Source: an optimization exercise on an open RTL-to-GDS flow (aim: small area, a short achievable clock period and few clock cycles per item). Production flows keep margins and buffers that such runs may drop.
At most, simulation tests tie the RTL to the original design; equivalence was not proved.
Power is estimated from default activity; no workload was simulated.

==> run F <==
Design rsdp_tag, start of the top module:
module rsdp_tag (
   input          clk,
   input          rst,
   input          start,
   input          csel,
   input          ssel,
   input  [237:0] b,
   input  [237:0] a,
   input  [135:0] y,
   input  [135:0] x,
   input  [6:0]   e,
   output         ready,
   output         done,
   output [6:0]   u
);
   reg [2:0] vld;
   assign ready = 1'b1;
   assign done  = vld[2];
   tag core (
      .clk(clk), .csel(csel), .ssel(ssel),
      .b(b), .a(a), .y(y), .x(x), .e(e), .u(u)
   );
   always @(posedge clk) begin
      if (rst)
         vld <= 3'd0;
      else
         vld <= {vld[1:0], start};
   end
endmodule
export LEC_CHECK = 0
export CAP_MARGIN = 20
export CORE_MARGIN = 2
export CORE_UTILIZATION = 35
export SETUP_SLACK_MARGIN = 5
export SLEW_MARGIN = 20
export SYNTH_HIERARCHICAL = 1
export SYNTH_MINIMUM_KEEP_SIZE = 0
create_clock -name core_clock -period 8.0 [get_ports {clk}]
standard.sh (not shown) runs the stock make flow with config.mk's settings and CLKGATE_MAP_FILE= SYNTH_SCRIPT=/design/flow/synth_recipe.tcl, a recipe that flattens the netlist after the stock synthesis.
==> flow/flow/run.sh <==
#!/bin/bash
# Standard ORFS layout (the standard.sh, unchanged synthesis), except:
# - the port buffers that global placement inserts are buf_1 cells instead of
#   the default delay buffers (every input and output port still gets one);
# - clock tree synthesis uses clkbuf_8 leaf buffers, clusters of up to 16
#   sinks and no dummy loads, which makes a smaller clock tree.
set -euo pipefail
export BUFFER_PORTS_ARGS="-buffer_cell sky130_fd_sc_hd__buf_1"
export CTS_ARGS="-sink_clustering_enable -repair_clock_nets -dont_use_dummy_load -buf_list {sky130_fd_sc_hd__clkbuf_8} -sink_clustering_size 16 -sink_clustering_max_diameter 100"
bash standard.sh > orfs_make.log 2>&1
==> run B: changes against run F <==
--- a/flow/flow/run.sh
+++ b/flow/flow/run.sh
@@ -5,6 +5,7 @@
 # - clock tree synthesis uses clkbuf_8 leaf buffers, clusters of up to 16
 #   sinks and no dummy loads, which makes a smaller clock tree.
 set -euo pipefail
+export SETUP_SLACK_MARGIN=5.4
 export BUFFER_PORTS_ARGS="-buffer_cell sky130_fd_sc_hd__buf_1"
 export CTS_ARGS="-sink_clustering_enable -repair_clock_nets -dont_use_dummy_load -buf_list {sky130_fd_sc_hd__clkbuf_8} -sink_clustering_size 16 -sink_clustering_max_diameter 100"
 bash standard.sh > orfs_make.log 2>&1
Settings changed: SETUP_SLACK_MARGIN 5 to default.
==> run summary <==
|  | run B | run F |
|---|---|---|
| Result of the run | finished clean | finished clean |
| Vias after detailed routing | 19,400 | 18,200 |
| Reg-to-reg startpoint | core.q2_2_0 | core.q1_0_8 |
| Least setup slack across all paths after layout | 4870 ps | 4910 ps |
| Transition time of the tightest slew-check pin | 560 ps | 609 ps |
| Pre-antenna DRT Iters | 5 | 4 |
| Total power divided by cell area | 476 nW/um2 | 577 nW/um2 |
| Clock transition at the register clock pins on the worst setup and hold paths after CTS | 90 ps | 120 ps |
| Buffer share of cell area | 14.8% | 11.8% |
| DR iter-0 viols | 982 | 690 |
| Fmax achieved | 320 MHz | 324 MHz |
| Final Total Pwr | 18.5 mW | 17.6 mW |
| P_clk | 0.760 mW | 0.741 mW |
| Fill count | 5,876 | 6,950 |
| Layout clock buffer count | 24 | 22 |
| Share of cell area taken by flip-flops and latches | 15.4% | 19.6% |
| Setup slack of the most critical reg-to-reg path | 4870 ps | 4910 ps |
| Setup Skew | 79.7 ps | 21.8 ps |
Testbench counts of run F, summed over its fixed seeds: cycles 536, tags 512.
Testbench counts of run B, summed over its fixed seeds: cycles 536, tags 512.


==> branch yarrow <==
rsdp_tag again, from the RTL that the note above started with.
export LEC_CHECK = 0
export CAP_MARGIN = 20
export CORE_MARGIN = 2
export CORE_UTILIZATION = 35
export SETUP_SLACK_MARGIN = 5
export SLEW_MARGIN = 20
export SYNTH_HIERARCHICAL = 1
export SYNTH_MINIMUM_KEEP_SIZE = 0
create_clock -name core_clock -period 8.0 [get_ports {clk}]
==> flow/flow/run.sh <==
#!/bin/bash
# Standard ORFS layout (the standard.sh, unchanged synthesis), with the
# port buffers that global placement inserts made from buf_1 cells instead of
# the default delay buffers. Every input and output port still gets a buffer.
set -euo pipefail
export BUFFER_PORTS_ARGS="-buffer_cell sky130_fd_sc_hd__buf_1"
bash standard.sh > orfs_make.log 2>&1
==> branch lagoon (differences from branch yarrow) <==
==> flow/flow/run.sh (replaced) <==
#!/bin/bash
# Standard ORFS layout (the standard.sh, unchanged synthesis), except:
# - the port buffers that global placement inserts are buf_1 cells instead of
#   the default delay buffers (every input and output port still gets one);
# - clock tree synthesis uses clkbuf_8 leaf buffers, clusters of up to 16
#   sinks and no dummy loads, which makes a smaller clock tree.
set -euo pipefail
export BUFFER_PORTS_ARGS="-buffer_cell sky130_fd_sc_hd__buf_1"
export CTS_ARGS="-sink_clustering_enable -repair_clock_nets -dont_use_dummy_load -buf_list {sky130_fd_sc_hd__clkbuf_8} -sink_clustering_size 16 -sink_clustering_max_diameter 100"
bash standard.sh > orfs_make.log 2>&1
Settings changed: CORE_AREA set to 2 2 378 148, CORE_MARGIN 2 to not set, CORE_UTILIZATION 35 to not set, DIE_AREA set to 0 0 380 150.
==> branch juniper (differences from branch yarrow) <==
Settings changed: CTS_BUF_LIST set to sky130_fd_sc_hd__clkbuf_8 sky130_fd_sc_hd__clkbuf_16, CTS_CLUSTER_DIAMETER set to 60, CTS_CLUSTER_SIZE set to 20.
==> summary of the runs <==
In branch lagoon the clock power is lower than in branch yarrow, by 62%.
Utilization, highest first: branch lagoon, branch juniper, branch yarrow.
Via count: branch lagoon is smaller than branch juniper (about 4.5%).
Final area: branch yarrow is larger than branch lagoon (5.1%).
In register-to-register slack, branch yarrow and branch juniper hardly differ.
Sequential share of layout area: branch yarrow is lower than branch lagoon (1.0 points).
Testbench counts of branch yarrow, summed over its fixed seeds: cycles 536, tags 512.
Testbench counts of branch lagoon, summed over its fixed seeds: cycles 536, tags 512.
Testbench counts of branch juniper, summed over its fixed seeds: cycles 536, tags 512.


==> v3 <==
rsdp_tag, a different RTL version from the one above (not shown whole).
export LEC_CHECK = 0
export CAP_MARGIN = 20
export CORE_MARGIN = 2
export CORE_UTILIZATION = 35
export SETUP_SLACK_MARGIN = 4.7
export SLEW_MARGIN = 20
export SYNTH_HIERARCHICAL = 1
export SYNTH_MINIMUM_KEEP_SIZE = 0
create_clock -name core_clock -period 8.0 [get_ports {clk}]
==> flow/flow/run.sh <==
#!/bin/bash
# Standard ORFS layout (the standard.sh, unchanged synthesis), except:
# - the port buffers that global placement inserts are buf_1 cells instead of
#   the default delay buffers (every input and output port still gets one);
# - clock tree synthesis uses clkbuf_8 leaf buffers, clusters of up to 16
#   sinks and no dummy loads, which makes a smaller clock tree.
set -euo pipefail
export BUFFER_PORTS_ARGS="-buffer_cell sky130_fd_sc_hd__buf_1"
export CTS_ARGS="-sink_clustering_enable -repair_clock_nets -dont_use_dummy_load -buf_list {sky130_fd_sc_hd__clkbuf_8} -sink_clustering_size 16 -sink_clustering_max_diameter 100"
bash standard.sh > orfs_make.log 2>&1
==> inputs of v27, as changes to v3 <==
--- a/flow/config.mk
+++ b/flow/config.mk
@@ -8,7 +8,7 @@
 export CAP_MARGIN = 20
 export CORE_MARGIN = 2
 export CORE_UTILIZATION = 35
-export SETUP_SLACK_MARGIN = 4.7
+export SETUP_SLACK_MARGIN = 5
 export SLEW_MARGIN = 20
 export SYNTH_HIERARCHICAL = 1
 export SYNTH_MINIMUM_KEEP_SIZE = 0
==> inputs of v25, as changes to v3 <==
--- a/flow/config.mk
+++ b/flow/config.mk
@@ -8,6 +8,7 @@
 export CAP_MARGIN = 20
 export CORE_MARGIN = 2
 export CORE_UTILIZATION = 35
+export GPL_ROUTABILITY_DRIVEN = 0
 export SETUP_SLACK_MARGIN = 4.7
 export SLEW_MARGIN = 20
 export SYNTH_HIERARCHICAL = 1
==> run summary <==
- Worst hold slack: v27 < v25 < v3.
- Flip-flop and latch count is the same in v27 and v3.
- Register-to-register slack is about the same in v25 and v3.
- Sequential share of layout area, lowest first: v27, v25, v3.
- In non-clock buffer count, v25 and v3 do not differ.
- Via count, highest first: v27, v25, v3.
- Against v3, the worst setup slack of v27 is higher by 0.28 ns.
Function was not checked in any run of this note: the RTL went through the layout flow alone.


==> 07-03 <==
rsdp_tag, a different RTL version from the one above (not shown whole).
==> flow/config.mk <==
export PLATFORM = sky130hd
export DESIGN_NAME = rsdp_tag
export DESIGN_NICKNAME = rsdp_tag
export VERILOG_FILES = /design/flow/design.v
export SDC_FILE = /design/flow/constraint.sdc
export NUM_CORES = 4
export LEC_CHECK = 0
export CAP_MARGIN = 20
export CORE_MARGIN = 2
export CORE_UTILIZATION = 35
export GPL_ROUTABILITY_DRIVEN = 0
export SETUP_SLACK_MARGIN = 4.95
export SLEW_MARGIN = 20
export SYNTH_HIERARCHICAL = 1
export SYNTH_MINIMUM_KEEP_SIZE = 0
==> flow/constraint.sdc <==
create_clock -name core_clock -period 8.0 [get_ports {clk}]
set_input_delay 1.6000 -clock core_clock [delete_from_list [all_inputs] [get_ports {clk}]]
set_output_delay 1.6000 -clock core_clock [all_outputs]
set_load 0.01 [all_outputs]
Scripts as last shown in full above: flow/flow/run.sh
==> inputs of 02-28, as changes to 07-03 <==
SETUP_SLACK_MARGIN = 4.7   (was 4.95)
==> summary of the runs <==
07-03 ran to the end with no violations. 02-28 produced a clean layout.
Of 02-28 and 07-03, 07-03 has the higher via count (gap about 0.4%, measured against 07-03).
In clock power, 02-28 and 07-03 hardly differ.
In hold slack, 02-28 and 07-03 hardly differ.
Between 07-03 and 02-28, the lower non-clock buffer count is in 02-28 (gap 10).
Between 02-28 and 07-03, the lower clock skew is in 02-28 (gap 0.57 ps).
In 07-03 the routed wire length is higher than in 02-28, by 1.9%.
In synthesized area, 02-28 and 07-03 do not differ.
Register-to-register slack: 07-03 is higher than 02-28 (100 ps).
Design area: 07-03 is larger than 02-28 (about 3.3%).
Flip-flop and latch count is the same in 02-28 and 07-03.
Testbench counts of 07-03, summed over its fixed seeds: cycles 536, tags 512.
Testbench counts of 02-28, summed over its fixed seeds: cycles 536, tags 512.


==> run a: inputs <==
rsdp_tag, a different RTL version from the one above (not shown whole).
clock: 8.0 ns
lec_check: 0
cap_margin: 20
core_margin: 2
core_utilization: 35
gpl_routability_driven: 0
setup_slack_margin: 4.85
slew_margin: 20
synth_hierarchical: 1
synth_minimum_keep_size: 0
Scripts as last shown in full above: flow/flow/run.sh
==> run b (differences from run a) <==
Settings changed: SETUP_SLACK_MARGIN 4.85 to 5.
==> impl_metrics.tcl <==
set metrics [dict create \
    drive_above_1_share_pct 9.342 \
    r2r-end "core.q2_3_3" \
    p_leak_nw 9.832 \
    grt_pass1_wl_um 115300 \
    p_comb_mw 12.3 \
    grtUsageTotal_pct 23.45 \
    multi_input_area_um2 16580 \
    critPathArrivalTime_ps 3560 \
    seq_area_share_pct 21.54 \
    wirelength_um 82050 \
    p_switching_mw 7.219 \
    firstDrtPassIters 8 \
    outcome "no timing/DRC/antenna violations" \
]
Source of the figures above: run b

==> impl_metrics.tcl <==
set metrics [dict create \
    outcome "no timing/DRC/antenna violations" \
    critPathArrivalTime_ps 3620 \
    r2r-end "core.ur[5]" \
    grtUsageTotal_pct 22.87 \
    top_regs "core.ur: 7 flops, vld: 3 flops" \
    firstDrtPassIters 6 \
    p_switching_mw 7.155 \
    relSlewSlack_pct 44.53 \
    p_leak_nw 9.737 \
    multi_input_area_um2 16360 \
]
Source of the figures above: run a

No functional check of the RTL was part of any run of this note.


==> branch pepper: inputs <==
rsdp_tag with an RTL version that a note above also has.
Settings: LEC_CHECK=0, CAP_MARGIN=20, CORE_MARGIN=2, CORE_UTILIZATION=35, GPL_ROUTABILITY_DRIVEN=0, SETUP_SLACK_MARGIN=4.85, SLEW_MARGIN=20, SYNTH_HIERARCHICAL=1, SYNTH_MINIMUM_KEEP_SIZE=0; clock period 8.0 ns.
==> flow/flow/run.sh <==
#!/bin/bash
# Standard ORFS layout (the standard.sh, unchanged synthesis), except:
# - the port buffers that global placement inserts are buf_1 cells instead of
#   the default delay buffers (every input and output port still gets one);
# - clock tree synthesis uses clkbuf_8 leaf buffers, clusters of up to 24
#   sinks and no dummy loads, which makes a smaller clock tree.
set -euo pipefail
export BUFFER_PORTS_ARGS="-buffer_cell sky130_fd_sc_hd__buf_1"
export CTS_ARGS="-sink_clustering_enable -repair_clock_nets -dont_use_dummy_load -buf_list {sky130_fd_sc_hd__clkbuf_8} -sink_clustering_size 24 -sink_clustering_max_diameter 50"
bash standard.sh > orfs_make.log 2>&1
==> branch raven (differences from branch pepper) <==
==> flow/flow/run.sh (replaced) <==
#!/bin/bash
# Standard ORFS layout (the standard.sh, unchanged synthesis), except:
# - the port buffers that global placement inserts are buf_1 cells instead of
#   the default delay buffers (every input and output port still gets one);
# - clock tree synthesis uses clkbuf_8 leaf buffers, clusters of up to 16
#   sinks and no dummy loads, which makes a smaller clock tree.
set -euo pipefail
export BUFFER_PORTS_ARGS="-buffer_cell sky130_fd_sc_hd__buf_1"
export CTS_ARGS="-sink_clustering_enable -repair_clock_nets -dont_use_dummy_load -buf_list {sky130_fd_sc_hd__clkbuf_8} -sink_clustering_size 16 -sink_clustering_max_diameter 100"
bash standard.sh > orfs_make.log 2>&1
Settings changed: CORE_UTILIZATION 35 to 39.
==> branch tundra (differences from branch pepper) <==
==> flow/flow/run.sh (replaced) <==
#!/bin/bash
# Standard ORFS layout (the standard.sh, unchanged synthesis), except:
# - the port buffers that global placement inserts are buf_1 cells instead of
#   the default delay buffers (every input and output port still gets one);
# - clock tree synthesis uses clkbuf_8 leaf buffers, clusters of up to 16
#   sinks and no dummy loads, which makes a smaller clock tree.
set -euo pipefail
export BUFFER_PORTS_ARGS="-buffer_cell sky130_fd_sc_hd__buf_1"
export CTS_ARGS="-sink_clustering_enable -repair_clock_nets -dont_use_dummy_load -buf_list {sky130_fd_sc_hd__clkbuf_8} -sink_clustering_size 16 -sink_clustering_max_diameter 100"
bash standard.sh > orfs_make.log 2>&1
Settings changed: PLACE_DENSITY set to 0.7.
==> notes <==
First-iteration DRC count, lowest first: branch raven, branch pepper, branch tundra.
In critical path depth, branch tundra and branch pepper do not differ.
Worst setup slack: branch tundra < branch raven < branch pepper.
Fmax, lowest first: branch tundra, branch raven, branch pepper.
Branch raven finished clean. Branch pepper ran to the end with no violations. Branch tundra completed with no timing, DRC or antenna violations.
==> figures <==
Number of well taps: branch tundra 773; branch pepper 773; branch raven 688
Endpoint of the worst hold-timing path: branch tundra vld[1]; branch pepper vld[2]; branch raven vld[2]
Register clock-pin slew on the reported worst setup and hold paths: branch tundra 0.11 ns; branch pepper 0.09 ns; branch raven 0.10 ns
Reg area: branch tundra 5957 um^2; branch pepper 5949 um^2; branch raven 5947 um^2
Outcome: branch tundra finished clean; branch pepper finished clean; branch raven finished clean
Vias in the first global route: branch tundra 19040; branch pepper 20060; branch raven 19870
Power density relative to cell area: branch tundra 595.7 nW/um^2; branch pepper 568.4 nW/um^2; branch raven 579.3 nW/um^2
Largest stage delay on the critical path: branch tundra 0.55 ns; branch pepper 0.46 ns; branch raven 0.70 ns
Num rows: branch tundra 89; branch pepper 89; branch raven 84
Placeable core region: branch tundra 58690 um^2; branch pepper 58690 um^2; branch raven 52450 um^2
Testbench counts of branch pepper, summed over its fixed seeds: cycles 536, tags 512.
Testbench counts of branch raven, summed over its fixed seeds: cycles 536, tags 512.
Testbench counts of branch tundra, summed over its fixed seeds: cycles 536, tags 512.


==> job 9943 <==
Starting RTL as in the previous note.
clock: 8.0 ns
lec_check: 0
cap_margin: 20
core_margin: 2
core_utilization: 35
setup_slack_margin: 4.4
slew_margin: 20
synth_hierarchical: 1
synth_minimum_keep_size: 0
==> flow/flow/run.sh <==
#!/bin/bash
# Standard ORFS layout (the standard.sh, unchanged synthesis), except:
# - the port buffers that global placement inserts are buf_1 cells instead of
#   the default delay buffers (every input and output port still gets one);
# - clock tree synthesis uses clkbuf_8 leaf buffers, clusters of up to 16
#   sinks and no dummy loads, which makes a smaller clock tree.
set -euo pipefail
export BUFFER_PORTS_ARGS="-buffer_cell sky130_fd_sc_hd__buf_1"
export CTS_ARGS="-sink_clustering_enable -repair_clock_nets -dont_use_dummy_load -buf_list {sky130_fd_sc_hd__clkbuf_8} -sink_clustering_size 16 -sink_clustering_max_diameter 100"
bash standard.sh > orfs_make.log 2>&1
==> job 6632 (differences from job 9943) <==
PLACE_DENSITY = 0.75   (was default)
SETUP_SLACK_MARGIN = 5   (was 4.4)
==> job 3151 (differences from job 9943) <==
CAP_MARGIN = 0   (was 20)
SETUP_SLACK_MARGIN = 4.7   (was 4.4)
SLEW_MARGIN = 0   (was 20)
==> notes <==
Synthesized cell count is the same in job 9943 and job 3151. Core utilization, lowest first: job 9943, job 3151, job 6632. Hold slack, lowest first: job 6632, job 3151, job 9943. The highest design area belongs to job 6632, the lowest to job 9943.
Testbench counts of job 9943, summed over its fixed seeds: cycles 536, tags 512.
Testbench counts of job 6632, summed over its fixed seeds: cycles 536, tags 512.
Testbench counts of job 3151, summed over its fixed seeds: cycles 536, tags 512.

afterwards: timing with drivers on the ports:
The flow's constraints put no driver on any port. The routed layouts listed below were extracted and timed again, unchanged, in two steps.
Step 1 assumes that a clkbuf_16 drives the clock port and a buf_2 every other input.
Step 2 also shifts input and output timing later by t, the mid clock arrival at the registers, as if the neighbouring blocks saw the same clock.
Slacks: no drivers / after step 1 / after step 2; pairs: no drivers / after step 1.
run	t (ns)	setup slack, ns	worst setup path after step 2	worst slew at a driven data input, ns	pins driven straight from the clock port
run F of note 1	0.640	4.910 / 4.910 / 4.359	input to register	0.12	1
run B of note 1	0.645	4.873 / 4.873 / 4.360	input to register	0.17	1
branch yarrow	0.588	4.844 / 4.844 / 4.421	input to register	0.12	1
branch lagoon	0.656	4.841 / 4.841 / 4.399	input to register	0.11	1
branch juniper	0.591	4.855 / 4.855 / 4.393	input to register	0.11	1
v3	0.619	4.621 / 4.650 / 4.031	input to register	0.15	1
v27	0.623	4.903 / 4.780 / 4.157	input to register	0.26	1
v25	0.629	4.606 / 4.628 / 3.999	input to register	0.14	1
07-03	0.633	4.869 / 4.889 / 4.256	input to register	0.15	1
02-28	0.627	4.757 / 4.781 / 4.154	input to register	0.16	1
run a of note 5	0.627	4.897 / 4.897 / 4.312	input to register	0.11	1
run b of note 5	0.643	4.913 / 4.886 / 4.243	input to register	0.17	1
branch pepper	0.676	4.813 / 4.828 / 4.152	input to register	0.13	1
branch raven	0.623	4.748 / 4.751 / 4.128	input to register	0.16	1
branch tundra	0.635	4.742 / 4.773 / 4.139	input to register	0.15	1
job 9943	0.621	4.440 / 4.473 / 3.852	input to register	0.14	1
job 6632	0.647	4.855 / 4.822 / 4.175	input to register	0.20	1
job 3151	0.623	4.751 / 4.786 / 4.163	input to register	0.15	1
After both steps every run listed still meets setup and hold. For v27, which loses most, drivers alone change the setup slack by -0.123 ns; drivers and shift together by -0.746 ns.
